What follows belongs to an exercise in optimizing a design on an open flow for a short achievable clock period and few clock cycles; a production flow would make more cautious choices. Where RTL was checked, it was by simulation tests only, not by an equivalence proof against the original. The RTL of run 1 was laid out without a check of its function. Power figures rest on the tool's default switching activity, not on a simulated workload.

$ cat flow/config.mk
export PLATFORM = sky130hd
export DESIGN_NAME = cpu
export DESIGN_NICKNAME = cpu
export VERILOG_FILES = /design/flow/design.v
export SDC_FILE = /design/flow/constraint.sdc
export NUM_CORES = 4
export LEC_CHECK = 0
export ABC_CLOCK_PERIOD_IN_PS = 2000
export CAP_MARGIN = 20
export CORE_MARGIN = 2
export CORE_UTILIZATION = 40
export PLACE_DENSITY = 0.6
export SETUP_SLACK_MARGIN = 5
export SLEW_MARGIN = 20
export SYNTH_HIERARCHICAL = 1
export TNS_END_PERCENT = 100
$ cat flow/constraint.sdc
create_clock -name core_clock -period 13.0 [get_ports {clk}]
set_input_delay 2.6000 -clock core_clock [delete_from_list [all_inputs] [get_ports {clk}]]
set_output_delay 2.6000 -clock core_clock [all_outputs]
set_load 0.01 [all_outputs]
$ cat flow/design.v
`timescale 1ns / 1ps
module cpu(clk,reset,imem_addr,imem_rdata,dmem_addr,dmem_wdata,dmem_we,dmem_rdata,r1,r2,r3,r4,r5,r10);
input clk,reset;
output [31:0] imem_addr;
input  [31:0] imem_rdata;
output [31:0] dmem_addr,dmem_wdata;
output dmem_we;
input  [31:0] dmem_rdata;
output [31:0] r1,r2,r3,r4,r5,r10;
reg  [31:1] pc_f;                
reg  [31:0] ir_d;                
reg  [31:1] pc_d;
reg         pt_d;                
reg  [31:1] sa_d, sb_d;          
reg         v_d;
reg  [31:0] opa_e, opb_e, sd_e;  
reg         fam_e, fbm_e;        
reg         fsl_e, fsm_e;        
reg  [1:0]  op_e;                
reg  [4:0]  rd_e;
reg         wr_e, ld_e, st_e;
reg         br_e, pt_e;          
reg  [31:1] alt_e;               
reg  [31:0] res_m, sd_m;
reg  [4:0]  rd_m;
reg         wr_m, ld_m, st_m;
reg  [31:0] rf [1:31];
assign imem_addr  = {pc_f, 1'b0};
assign dmem_addr  = res_m;
assign dmem_wdata = sd_m;
assign dmem_we    = st_m;
assign r1 = rf[1];
assign r2 = rf[2];
assign r3 = rf[3];
assign r4 = rf[4];
assign r5 = rf[5];
assign r10 = rf[10];
wire [31:0] wb_data = ld_m ? dmem_rdata : res_m;
integer i;
always @(posedge clk or posedge reset)
    if (reset) begin
        for (i = 1; i < 32; i = i + 1) rf[i] <= i;
    end else if (wr_m) begin
        rf[rd_m] <= wb_data;
    end
wire [31:0] a_e = fam_e ? res_m : opa_e;
wire [31:0] b_e = fbm_e ? res_m : opb_e;
wire [31:0] s_e = fsl_e ? dmem_rdata : fsm_e ? res_m : sd_e;
reg  [31:0] alu_e;
always @(*)
    case (op_e)
        2'd0: alu_e = a_e + b_e;
        2'd1: alu_e = a_e - b_e;
        2'd2: alu_e = a_e & b_e;
        default: alu_e = a_e | b_e;
    endcase
wire eq_e  = (a_e == b_e);
wire mis_e = br_e && (eq_e != pt_e);
always @(posedge clk or posedge reset)
    if (reset) begin
        wr_m <= 1'b0;
        ld_m <= 1'b0;
        st_m <= 1'b0;
    end else begin
        wr_m <= wr_e;
        ld_m <= ld_e;
        st_m <= st_e;
    end
always @(posedge clk) begin
    res_m <= alu_e;
    sd_m  <= s_e;
    rd_m  <= rd_e;
end
wire [6:0] opc = ir_d[6:0];
wire is_lw  = (opc == 7'b0000011);
wire is_sw  = (opc == 7'b0100011);
wire is_beq = (opc == 7'b1100011);
wire is_alu = ~(is_lw | is_sw | is_beq);
wire [4:0] rs1 = ir_d[19:15];
wire [4:0] rs2 = ir_d[24:20];
wire [4:0] rd  = ir_d[11:7];
wire [3:0] funct = {ir_d[30], ir_d[14:12]};
wire [1:0] aluop = ~is_alu ? 2'd0 :
                   (funct == 4'b1000) ? 2'd1 :
                   (funct == 4'b0111) ? 2'd2 :
                   (funct == 4'b0110) ? 2'd3 : 2'd0;
wire [31:0] imm_i = {{20{ir_d[31]}}, ir_d[31:20]};
wire [31:0] imm_s = {{20{ir_d[31]}}, ir_d[31:25], ir_d[11:7]};
wire [31:1] off_d = {{19{ir_d[31]}}, ir_d[31], ir_d[7], ir_d[30:25], ir_d[11:8]};
reg  [31:0] rf1, rf2;
always @(*) begin
    rf1 = 32'd0;
    rf2 = 32'd0;
    for (i = 1; i < 32; i = i + 1) begin
        rf1 = rf1 | ({32{sa_d[i]}} & rf[i]);
        rf2 = rf2 | ({32{sb_d[i]}} & rf[i]);
    end
end
wire e1 = wr_e && (rd_e == rs1);
wire e2 = wr_e && (rd_e == rs2);
wire m1 = wr_m && (rd_m == rs1);
wire m2 = wr_m && (rd_m == rs2);
wire imm_b = is_lw || is_sw;
wire [31:0] va = m1 ? wb_data : rf1;
wire [31:0] vb = m2 ? wb_data : rf2;
wire stall = v_d && ld_e && (e1 || (e2 && !imm_b));
wire go = v_d && !mis_e && !stall;
wire [31:1] tgt_d = pc_d + off_d;
wire [31:1] seq_d = pc_d + 31'd2;
always @(posedge clk or posedge reset)
    if (reset) begin
        wr_e <= 1'b0;
        ld_e <= 1'b0;
        st_e <= 1'b0;
        br_e <= 1'b0;
    end else begin
        wr_e <= go && !is_sw && !is_beq && (rd != 5'd0);
        ld_e <= go && is_lw;
        st_e <= go && is_sw;
        br_e <= go && is_beq;
    end
always @(posedge clk) begin
    opa_e <= va;
    opb_e <= is_lw ? imm_i : is_sw ? imm_s : vb;
    sd_e  <= vb;
    fam_e <= e1;
    fbm_e <= e2 && !imm_b;
    fsl_e <= e2 && ld_e;
    fsm_e <= e2 && !ld_e;
    op_e  <= aluop;
    rd_e  <= rd;
    pt_e  <= pt_d;
    alt_e <= pt_d ? seq_d : tgt_d;
end
wire [31:0] fi = imem_rdata;
wire        f_beq = (fi[6:0] == 7'b1100011);
wire        f_pt  = f_beq && ((fi[19:15] == fi[24:20]) || fi[31]);
wire [11:0] f_off = {fi[31], fi[7], fi[30:25], fi[11:8]};
wire [12:0] f_lo;
wire [31:13] f_hip, f_him;
add12  u_add12 (.a(pc_f[12:1]), .b(f_off), .s(f_lo));
incdec u_incdec(.x(pc_f[31:13]), .xp(f_hip), .xm(f_him));
wire [31:13] f_th  = (f_lo[12] == f_off[11]) ? pc_f[31:13] : f_lo[12] ? f_hip : f_him;
wire [31:1]  f_tgt = {f_th, f_lo[11:0]};
wire [31:1]  f_seq = pc_f + 31'd2;
always @(posedge clk or posedge reset)
    if (reset) begin
        pc_f <= 31'd0;
        v_d  <= 1'b0;
    end else if (mis_e) begin
        pc_f <= alt_e;
        v_d  <= 1'b0;
    end else if (!stall) begin
        pc_f <= f_pt ? f_tgt : f_seq;
        v_d  <= 1'b1;
    end
integer j;
always @(posedge clk)
    if (!stall) begin
        ir_d <= imem_rdata;
        pc_d <= pc_f;
        pt_d <= f_pt;
        for (j = 1; j < 32; j = j + 1) begin
            sa_d[j] <= (fi[19:15] == j);
            sb_d[j] <= (fi[24:20] == j);
        end
    end
endmodule
module add12(a, b, s);
input  [11:0] a, b;
output [12:0] s;
assign s = {1'b0, a} + {1'b0, b};
endmodule
module incdec(x, xp, xm);
input  [18:0] x;
output [18:0] xp, xm;
assign xp = x + 19'd1;
assign xm = x - 19'd1;
endmodule
$ cat flow/flow/run.sh
#!/bin/bash
set -euo pipefail
MARGIN=${MARGIN:-8.9}
bash standard.sh SETUP_SLACK_MARGIN=$MARGIN finish > flow_make.log 2>&1
$ cat flow/standard.sh
#!/bin/bash
# synth_recipe.tcl (not shown) runs the flow's synth.tcl, then flattens the netlist and writes it again
# the make line also repeats each setting of config.mk as NAME=value (left out here)
make -C /OpenROAD-flow-scripts/flow DESIGN_CONFIG=/design/flow/config.mk WORK_HOME=/design/flow/orfs CLKGATE_MAP_FILE= SYNTH_SCRIPT=/design/flow/synth_recipe.tcl "${@:-finish}"
==> out/metrics.cfg, run 1 <==
[timing]
max_freq_ghz = 0.228
hold_ws_ps = 348
clock-skew-final_ps = 53.1
worstMarginPinSlew_ps = 1370
rsz0062_at_grt = yes
slew_headroom = 0.0788
final_hold_viol_count = 0
finalSetupTns_ps = 0
maxSlewViolCount = 0
fin_crit_ps = 4380
setup-violations-final = 0
worst_slack_ps = 8620
timing.final.crit_share = 0.337

[job]
max_cap_violations = 0

[logic_synthesis]
synth_cell_types = 94
synth-main-ff-cell = dfrtp_1
syn_nets = 7325
ys_ff_latch = 1365
syn_area_per_cell_um2 = 9.45
synthArstFlopShare = 0.755
netlist_area_um2 = 67300
synth-seq-area-share = 0.503
synth-edff-count = 126
yosysWarningCount = 8
syn_inst = 7114

[worst_setup_path]
critPathKind = input port to flop
critPathArrivalTime_ps = 5080
path_cells = buf_8 > ha_4 > fa_2 > a211oi_4 > o21ai_2 > a31o_1 > a31o_1 > buf_12 > xnor2_4 > nand2_4 > buf_12 > nand3_4 > o22ai_2 > nor2_1
slowest_stage = fa_2
cp_top_family = compound AO/OA/AOI/OAI gates
required_ps = 13710
timing.rr.end = res_m[24]
r2r_slack_ps = 9060
crit_path_max_incr_delay_ps = 380
critical_path.endpoint = pc_f[26]
startpoint_type = input port
critPathCaptureType = flop
crit_fanout = 8
path_depth = 14
crit_start = imem_rdata[8]
reg2reg_depth = 15
timing.rr.start = fbm_e
cp_num_buf_inv = 3

[floorplan]
die_h_um = 414
core_um2 = 167000
die_x_um = 414
start_util = 0.403
num_io_pins = 355
rows = 150
dieArea_um2 = 171000

[final_layout]
nNetsFinal = 7674
final_common_cell = nor2_1
drive_above_1_share = 0.182
layout_common_cells = nor2_1, dfrtp_1, a21oi_1
fin_area_um2 = 81100
fillerInstances = 15600
syn2layout_area_growth_pct = 20.6

[clock_tree]
cts_buffers = 148
clk_latency_ps = 840
cts_buffer_depth = 3
cts_hold_buffers = 0
path_clk_slew_ps = 60
tritoncts = yes
cts.sinks = 1365
cts_max_level = 4
root_buffer = clkbuf_16

[grt]
grt_use_total = 0.377
grt_pass1_vias = 62800
grt-ovfl-total = 0
grt_max_degree = 163
grt_pass1_wl_um = 467000
antenna_found_initial = 23

[placed_design]
dp_hpwl_um = 196000
portBuffers = 353
post-place-ws_ps = 6780
place.gp.congestion = 0.972
place_area_um2 = 73600

[drt]
drc_errors = 0
num_vias = 66000
drt-total-wl_um = 335000
viasPerCell = 6.73
drt-initial-drc-count = 11500
dr.pass1.iters = 14
ant_nets = 0
wl_per_cell_um = 34.1

[worst_hold_path]
hold_class = flop to flop
holdPathStages = 0

[power_and_ir_drop]
p_total_mw = 17.8
p_per_area_nw_per_um2 = 220
p_leak_nw = 33.2
ir_worst_vdd_mv = 0.158

[outcome]
status = complete, no violations

[flip-flops by register name, summed over array words and instances (netlist names), 32 cells and up]
name,cells
res_m,32
opa_e,32
opb_e,32
rf,992
sd_m,32
sd_e,32
ir_d,32
[per-stage QoR]
step | utilization | std cells
6_report | 0.486 | 9814
5_1_grt | 0.486 | 9798
4_1_cts | 0.483 | 9772
3_5_place_dp | 0.440 | 9264
3_3_place_gp | 0.440 | 9257
2_1_floorplan | - | 7114
[report_power, final]
part / switching, mW / internal, mW / total (mW)
clock network: 1.92 / 2.64 / 4.56
registers: 1.47 / 5.91 / 7.38
logic: 3.56 / 2.31 / 5.87
[kinds of logic after synthesis]
group,synth area share
buf+inv,0.0413
compound gates,0.245
other cells,0.0000558
xor+xnor,0.0177
fa+ha+maj,0.0274
simple gates,0.130
flops,0.503
mux,0.0353
[modules after synthesis (local to each module, per instance)]
module  copies in the design  cells inside
cpu                        1          6924
incdec                     1           108
add12                      1            82
[layout make-up]
type / count / area (um^2) / share of cell area
antenna: 20 / 50.0 / 0.000617
clock buffer: 214 / 4380 / 0.0539
clock inverter: 63 / 856 / 0.0105
inverter: 123 / 473 / 0.00583
multi-input combinational: 5022 / 31800 / 0.392
sequential: 1365 / 34100 / 0.421
tap: 2204 / 2760 / 0.0340
timing repair buffer: 802 / 6640 / 0.0818
timing repair inverter: 1 / 5.00 / 0.0000617
[per-layer routing]
layer,share of wire,vias up,GRT usage
li1,-,26900,-
met1,0.35,31600,0.443
met2,0.41,5504,0.534
met3,0.14,1900,0.156
met4,0.11,26,0.310
met5,0.0010,-,0.0128
[cell usage after synthesis, types with 132 or more instances]
| master | n | area share |
|---|---|---|
| dfrtp_1 | 951 | 0.35 |
| nor2_1 | 809 | 0.045 |
| a21oi_1 | 751 | 0.056 |
| nand2_1 | 614 | 0.034 |
| clkbuf_1 | 524 | 0.029 |
| o21ai_0 | 497 | 0.037 |
| a22oi_1 | 383 | 0.043 |
| a221oi_1 | 267 | 0.035 |
| a22o_1 | 260 | 0.034 |
| mux2i_1 | 229 | 0.034 |
| dfxtp_1 | 208 | 0.062 |
| ha_1 | 141 | 0.026 |
| nand4_1 | 141 | 0.013 |
| nor3_1 | 132 | 0.0098 |
[what timing repair did]
item	CTS	global route
gates resized for setup	1253	57
pin swaps	36	29
buffers inserted	225	12
cloned	6	2
endpoints found under the setup margin	655	148
[worst min-delay path by stage]
| stage | start | endpoint |
|---|---|---|
| 3_3_place_gp | st_e | st_m |
| 6_report | st_e | st_m |
| 2_1_floorplan | st_e | st_m |
| 3_5_place_dp | st_e | st_m |
| 4_1_cts | st_e | st_m |
| 5_1_grt | st_e | st_m |
==> run 2, diff against run 1 <==
--- a/flow/design.v
+++ b/flow/design.v
@@ -12,8 +12,8 @@
 reg  [31:1] pc_d;
 reg         pt_d;                
-reg  [31:1] sa_d, sb_d;          
 reg         v_d;
 reg  [31:0] opa_e, opb_e, sd_e;  
-reg         fam_e, fbm_e;        
+reg         fal_e, fam_e;        
+reg         fbl_e, fbm_e;        
 reg         fsl_e, fsm_e;        
 reg  [1:0]  op_e;                
@@ -44,6 +44,6 @@
         rf[rd_m] <= wb_data;
     end
-wire [31:0] a_e = fam_e ? res_m : opa_e;
-wire [31:0] b_e = fbm_e ? res_m : opb_e;
+wire [31:0] a_e = fal_e ? dmem_rdata : fam_e ? res_m : opa_e;
+wire [31:0] b_e = fbl_e ? dmem_rdata : fbm_e ? res_m : opb_e;
 wire [31:0] s_e = fsl_e ? dmem_rdata : fsm_e ? res_m : sd_e;
 reg  [31:0] alu_e;
@@ -88,13 +88,6 @@
 wire [31:0] imm_s = {{20{ir_d[31]}}, ir_d[31:25], ir_d[11:7]};
 wire [31:1] off_d = {{19{ir_d[31]}}, ir_d[31], ir_d[7], ir_d[30:25], ir_d[11:8]};
-reg  [31:0] rf1, rf2;
-always @(*) begin
-    rf1 = 32'd0;
-    rf2 = 32'd0;
-    for (i = 1; i < 32; i = i + 1) begin
-        rf1 = rf1 | ({32{sa_d[i]}} & rf[i]);
-        rf2 = rf2 | ({32{sb_d[i]}} & rf[i]);
-    end
-end
+wire [31:0] rf1 = (rs1 == 5'd0) ? 32'd0 : rf[rs1];
+wire [31:0] rf2 = (rs2 == 5'd0) ? 32'd0 : rf[rs2];
 wire e1 = wr_e && (rd_e == rs1);
 wire e2 = wr_e && (rd_e == rs2);
@@ -104,6 +97,5 @@
 wire [31:0] va = m1 ? wb_data : rf1;
 wire [31:0] vb = m2 ? wb_data : rf2;
-wire stall = v_d && ld_e && (e1 || (e2 && !imm_b));
-wire go = v_d && !mis_e && !stall;
+wire go = v_d && !mis_e;
 wire [31:1] tgt_d = pc_d + off_d;
 wire [31:1] seq_d = pc_d + 31'd2;
@@ -124,6 +116,8 @@
     opb_e <= is_lw ? imm_i : is_sw ? imm_s : vb;
     sd_e  <= vb;
-    fam_e <= e1;
-    fbm_e <= e2 && !imm_b;
+    fal_e <= e1 && ld_e;
+    fam_e <= e1 && !ld_e;
+    fbl_e <= e2 && ld_e && !imm_b;
+    fbm_e <= e2 && !ld_e && !imm_b;
     fsl_e <= e2 && ld_e;
     fsm_e <= e2 && !ld_e;
@@ -137,9 +131,9 @@
 wire        f_pt  = f_beq && ((fi[19:15] == fi[24:20]) || fi[31]);
 wire [11:0] f_off = {fi[31], fi[7], fi[30:25], fi[11:8]};
-wire [12:0] f_lo;
-wire [31:13] f_hip, f_him;
-add12  u_add12 (.a(pc_f[12:1]), .b(f_off), .s(f_lo));
-incdec u_incdec(.x(pc_f[31:13]), .xp(f_hip), .xm(f_him));
-wire [31:13] f_th  = (f_lo[12] == f_off[11]) ? pc_f[31:13] : f_lo[12] ? f_hip : f_him;
+wire [12:0] f_lo  = {1'b0, pc_f[12:1]} + {1'b0, f_off};
+wire [31:13] f_hi  = pc_f[31:13];
+wire [31:13] f_hip = pc_f[31:13] + 19'd1;
+wire [31:13] f_him = pc_f[31:13] - 19'd1;
+wire [31:13] f_th  = (f_lo[12] == f_off[11]) ? f_hi : f_lo[12] ? f_hip : f_him;
 wire [31:1]  f_tgt = {f_th, f_lo[11:0]};
 wire [31:1]  f_seq = pc_f + 31'd2;
@@ -148,32 +142,12 @@
         pc_f <= 31'd0;
         v_d  <= 1'b0;
-    end else if (mis_e) begin
-        pc_f <= alt_e;
-        v_d  <= 1'b0;
-    end else if (!stall) begin
-        pc_f <= f_pt ? f_tgt : f_seq;
-        v_d  <= 1'b1;
+    end else begin
+        pc_f <= mis_e ? alt_e : f_pt ? f_tgt : f_seq;
+        v_d  <= !mis_e;
     end
-integer j;
-always @(posedge clk)
-    if (!stall) begin
-        ir_d <= imem_rdata;
-        pc_d <= pc_f;
-        pt_d <= f_pt;
-        for (j = 1; j < 32; j = j + 1) begin
-            sa_d[j] <= (fi[19:15] == j);
-            sb_d[j] <= (fi[24:20] == j);
-        end
-    end
+always @(posedge clk) begin
+    ir_d <= imem_rdata;
+    pc_d <= pc_f;
+    pt_d <= f_pt;
+end
 endmodule
-module add12(a, b, s);
-input  [11:0] a, b;
-output [12:0] s;
-assign s = {1'b0, a} + {1'b0, b};
-endmodule
-module incdec(x, xp, xm);
-input  [18:0] x;
-output [18:0] xp, xm;
-assign xp = x + 19'd1;
-assign xm = x - 19'd1;
-endmodule
==> flow/flow/run.sh (replaced) <==
#!/bin/bash
set -euo pipefail
MARGIN=${MARGIN:-8.8}
bash standard.sh SETUP_SLACK_MARGIN=$MARGIN finish > flow_make.log 2>&1
--- a/flow/config.mk
+++ b/flow/config.mk
@@ -6,5 +6,5 @@
 export NUM_CORES = 4
 export LEC_CHECK = 0
-export ABC_CLOCK_PERIOD_IN_PS = 2000
+export ABC_CLOCK_PERIOD_IN_PS = 3000
 export CAP_MARGIN = 20
 export CORE_MARGIN = 2
@@ -13,4 +13,3 @@
 export SETUP_SLACK_MARGIN = 5
 export SLEW_MARGIN = 20
-export SYNTH_HIERARCHICAL = 1
-export TNS_END_PERCENT = 100
+export TNS_END_PERCENT = 10
==> run 2 against run 1 <==
Clock skew rose by 11 ps. Sequential power rose by 0.7%. Fmax fell by 24%. Final area shrank 0.82%. Power increased by 3.8%. Utilization is 0.75 points higher. Via count increased by 1.6%. Register-to-register slack got worse by 880 ps. Global-route usage grew 1.3 points. Wire length up 0.68%. Critical path type unchanged. Highest routed layer unchanged.
==> out/metrics.cfg, run 2 <==
[outcome]
status = complete, no violations  ; unchanged

[power_and_ir_drop]
p_per_area_nw_per_um2 = 230  ; was 220 nW/um^2
p_total_mw = 18.5  ; was 17.8 mW
p_leak_nw = 31.7  ; was 33.2 nW
ir_worst_vdd_mv = 0.124  ; was 0.158 mV

[worst_setup_path]
critPathArrivalTime_ps = 6450  ; was 5080 ps
worst_path_most_repeated_cell = a21o_1
required_ps = 13720  ; was 13,710 ps
cp_top_family = compound AO/OA/AOI/OAI gates  ; unchanged
startpoint_type = input port  ; unchanged
reg2reg_depth = 9  ; was 15
critPathCaptureType = flop  ; unchanged
crit_path_max_incr_delay_ps = 340  ; was 380 ps
slowest_stage = fa_2  ; unchanged
timing.rr.end = opa_e[0]  ; was res_m[24]
cp_num_buf_inv = 3  ; unchanged
path_depth = 20  ; was 14
timing.rr.start = ir_d[15]  ; was fbm_e
critPathKind = input port to flop  ; unchanged
crit_fanout = 5  ; was 8
path_cells = buf_8 > ha_4 > fa_2 > a21o_1 > a21o_1 > a21o_1 > a22o_4 > o41ai_4 > buf_6 > buf_6 > ha_4 > a21oi_4 > nand4b_1 > a21boi_2 > a221o_1 > a32oi_2 > nor2b_4 > xnor2_2 > a211oi_2 > o31ai_1  ; was buf_8 > ha_4 > fa_2 > a211oi_4 > o21ai_2 > a31o_1 > a31o_1 > buf_12 > xnor2_4 > nand2_4 > buf_12 > nand3_4 > o22ai_2 > nor2_1
r2r_slack_ps = 8180  ; was 9060 ps

[grt]
antenna_found_initial = 21  ; was 23
grt_use_total = 0.389  ; was 0.377
grt_pass1_vias = 63600  ; was 62,800
grt_pass1_wl_um = 471000  ; was 467,000 um
grt-ovfl-total = 0  ; unchanged
grt_max_degree = 153  ; was 163

[floorplan]
rows = 148  ; was 150
die_x_um = 410  ; was 414 um
num_io_pins = 355  ; unchanged
die_h_um = 410  ; was 414 um
start_util = 0.403  ; about the same
dieArea_um2 = 168000  ; was 171,000 um^2
core_um2 = 163000  ; was 167,000 um^2

[timing]
maxSlewViolCount = 0  ; unchanged
worstMarginPinSlew_ps = 1320  ; was 1370 ps
fin_crit_ps = 5730  ; was 4380 ps
final_hold_viol_count = 0  ; unchanged
timing.final.crit_share = 0.441  ; was 0.337
setup-violations-final = 0  ; unchanged
clock-skew-final_ps = 64.1  ; was 53.1 ps
hold_ws_ps = 355  ; was 348 ps
rsz0062_at_grt = yes  ; unchanged
max_freq_ghz = 0.174  ; was 0.228 GHz
slew_headroom = 0.120  ; was 0.0788

[clock_tree]
cts_buffer_depth = 3  ; unchanged
cts.sinks = 1305  ; was 1,365
cts_max_level = 4  ; unchanged
path_clk_slew_ps = 60  ; about the same
cts_hold_buffers = 0  ; unchanged
cts_buffers = 145  ; was 148
tritoncts = yes  ; unchanged
clk_latency_ps = 830  ; was 840 ps
root_buffer = clkbuf_16  ; unchanged

[logic_synthesis]
netlist_area_um2 = 65800  ; was 67,300 um^2
synthTopCellsByCount = dfrtp_1, a21oi_1, nor2_1  ; was dfrtp_1, nor2_1, a21oi_1
synth.most_common_cell = dfrtp_1  ; unchanged
synthArstFlopShare = 0.790  ; was 0.755
syn_area_per_cell_um2 = 8.86  ; was 9.45 um^2
syn_nets = 7656  ; was 7,325
synth_area_leader_cell = dfrtp_1  ; unchanged
synth-edff-count = 0  ; was 126
synth-main-ff-cell = dfrtp_1  ; unchanged
synth_area_leaders = dfrtp_1, dfxtp_1, a22oi_1  ; was dfrtp_1, dfxtp_1, edfxtp_1
ys_ff_latch = 1305  ; was 1,365
yosysWarningCount = 2  ; was 8
synth-seq-area-share = 0.477  ; was 0.503
syn_inst = 7429  ; was 7,114
synth_top_area_frac = 0.362  ; was 0.354
synth_cell_types = 85  ; was 94

[final_layout]
final-instance-count-excl-fill = 9943  ; was 9,814
largest_reg_flops = 992  ; unchanged
nNetsFinal = 7856  ; was 7,674
drive_above_1_share = 0.138  ; was 0.182
regMostFlops = rf  ; unchanged
fin_area_um2 = 80500  ; was 81,100 um^2
fillerInstances = 15200  ; was 15,600
final_common_cell = dfrtp_1  ; was nor2_1
syn2layout_area_growth_pct = 22.3  ; was 20.6%
layout_common_cells = dfrtp_1, a21oi_1, nor2_1  ; was nor2_1, dfrtp_1, a21oi_1

[drt]
dr.pass1.iters = 12  ; was 14
num_vias = 67100  ; was 66,000
drt-initial-drc-count = 13000  ; was 11,500
wl_per_cell_um = 33.9  ; was 34.1 um
viasPerCell = 6.75  ; was 6.73
drc_errors = 0  ; unchanged
drt-total-wl_um = 337000  ; was 335,000 um
ant_nets = 0  ; unchanged

[worst_hold_path]
hold_end = st_m  ; unchanged
holdPathStages = 0  ; unchanged
worstHoldStart = st_e  ; unchanged
hold_class = flop to flop  ; unchanged

[placed_design]
portBuffers = 353  ; unchanged
place.gp.congestion = 0.997  ; was 0.972
place_area_um2 = 72100  ; was 73,600 um^2
place_inst = 9502  ; was 9,264
dp_hpwl_um = 204000  ; was 196,000 um

[job]
max_cap_violations = 0  ; unchanged

-- run 2: changes by cell type in the layout (fill, tap and decap cells not counted), sizes merged, moves of 66 or more --
cell,before,now
a22o,260,95
a22oi,383,646
o21ai,538,609
nand2,616,781
buf,606,346
clkdlybuf4s50,45,314
clkdlybuf4s15,92,5
a21oi,751,910
edfxtp,126,0
mux2i,229,142
dfxtp,208,274
a221oi,267,101
-- run 2: kinds of logic after synthesis --
group                    after synthesis  share of synthesized area
AO/OA/AOI/OAI                       2701                      0.257
flip-flops                          1305                      0.477
multiplexers                         173                     0.0271
XOR/XNOR                             154                     0.0205
adder cells (fa/ha/maj)              161                     0.0312
other                                  1                  0.0000570
buffers and inverters                748                     0.0433
AND/OR/NAND/NOR                     2186                      0.143
-- run 2: power by group --
| group | total, mW | switching, mW | internal (mW) | leakage (nW) |
|---|---|---|---|---|
| clock | 4.45 | 1.81 | 2.64 | 2.48 |
| combinational | 6.60 | 3.74 | 2.86 | 15.5 |
| sequential | 7.43 | 1.82 | 5.62 | 13.7 |
| total | 18.5 | 7.36 | 11.1 | 31.7 |
-- run 2: per-layer routing --
layer / GRT usage / wire length, um / vias to the layer above / part of all wire
li1: - / - / 27300 / -
met1: 0.484 / 122000 / 32000 / 0.36
met2: 0.537 / 134000 / 5822 / 0.40
met3: 0.168 / 50500 / 1879 / 0.15
met4: 0.274 / 30700 / 14 / 0.091
met5: 0.0152 / 296 / - / 0.00088
-- run 2: cell type report --
| cell class | instances | area, um^2 | area share |
|---|---|---|---|
| Multi-Input combinational cell | 5376 | 34100 | 0.423 |
| Sequential cell | 1305 | 31400 | 0.390 |
| Timing Repair Buffer | 680 | 6680 | 0.0831 |
| Clock buffer | 210 | 4290 | 0.0534 |
| Tap cell | 2175 | 2720 | 0.0338 |
| Clock inverter | 57 | 769 | 0.00956 |
| Inverter | 121 | 479 | 0.00595 |
| Antenna cell | 19 | 47.5 | 0.000591 |
-- run 2: worst max-delay path by stage --
stage | startpoint | end | slack, ps
3_3_place_gp | imem_rdata[8] | pc_f[29] | 5410
6_report | imem_rdata[8] | pc_f[26] | 7270
2_1_floorplan | reset | br_e | -3750
5_1_grt | imem_rdata[8] | pc_f[26] | 7070
4_1_cts | imem_rdata[8] | pc_f[26] | 7130
3_5_place_dp | imem_rdata[8] | pc_f[29] | 5410
-- run 2: timing repair --
item | in CTS | in global routing
endpoints found under the setup margin | 738 | 777
pin swaps | 149 | 52
resized for setup | 481 | 55
setup buffers | 107 | 32
cloned | 9 | 0
-- run 2: through the flow --
step	TNS (ps)	util	setup slack, ps
CTS	0	0.489	7130
global route	0	0.493	7070
global placement	0	0.441	5410
finish	0	0.493	7270
detailed placement	0	0.442	5410
floorplan	-3562950	-	-3750
Testbench counts of run 2, summed over its fixed seeds: cycles 13,523.

-- re-timing with driven ports --
Ports are ideal in the flow. The routed layouts listed here were re-timed in OpenROAD. Step 1: set_driving_cell puts a clkbuf_16 on clk and a buf_2 on each other input, an assumption about the parent block. Step 2 times the ports against the registers' clock, not the clock port: input delays grow and output delays shrink by t, the midpoint of the rising clock arrivals with the driver on. a / b / c = no drivers / after step 1 / after step 2; a / b = the first two.
| run | shift t [ns] | setup slack, ns | hold slack, ns | clock arrival spread, ns | worst register clock-pin slew, ns |
|---|---|---|---|---|---|
| run 1 | 0.897 | 8.622 / 8.663 / 7.766 | 0.348 / 0.348 / 0.348 | 0.054 / 0.054 | 0.07 / 0.07 |
| run 2 | 0.893 | 7.266 / 7.327 / 6.433 | 0.355 / 0.355 / 0.355 | 0.065 / 0.065 | 0.07 / 0.07 |
After both steps every run listed still meets setup and hold. The setup slack of run 1, which loses most, moves by +0.041 ns with the drivers and by -0.856 ns with both steps.
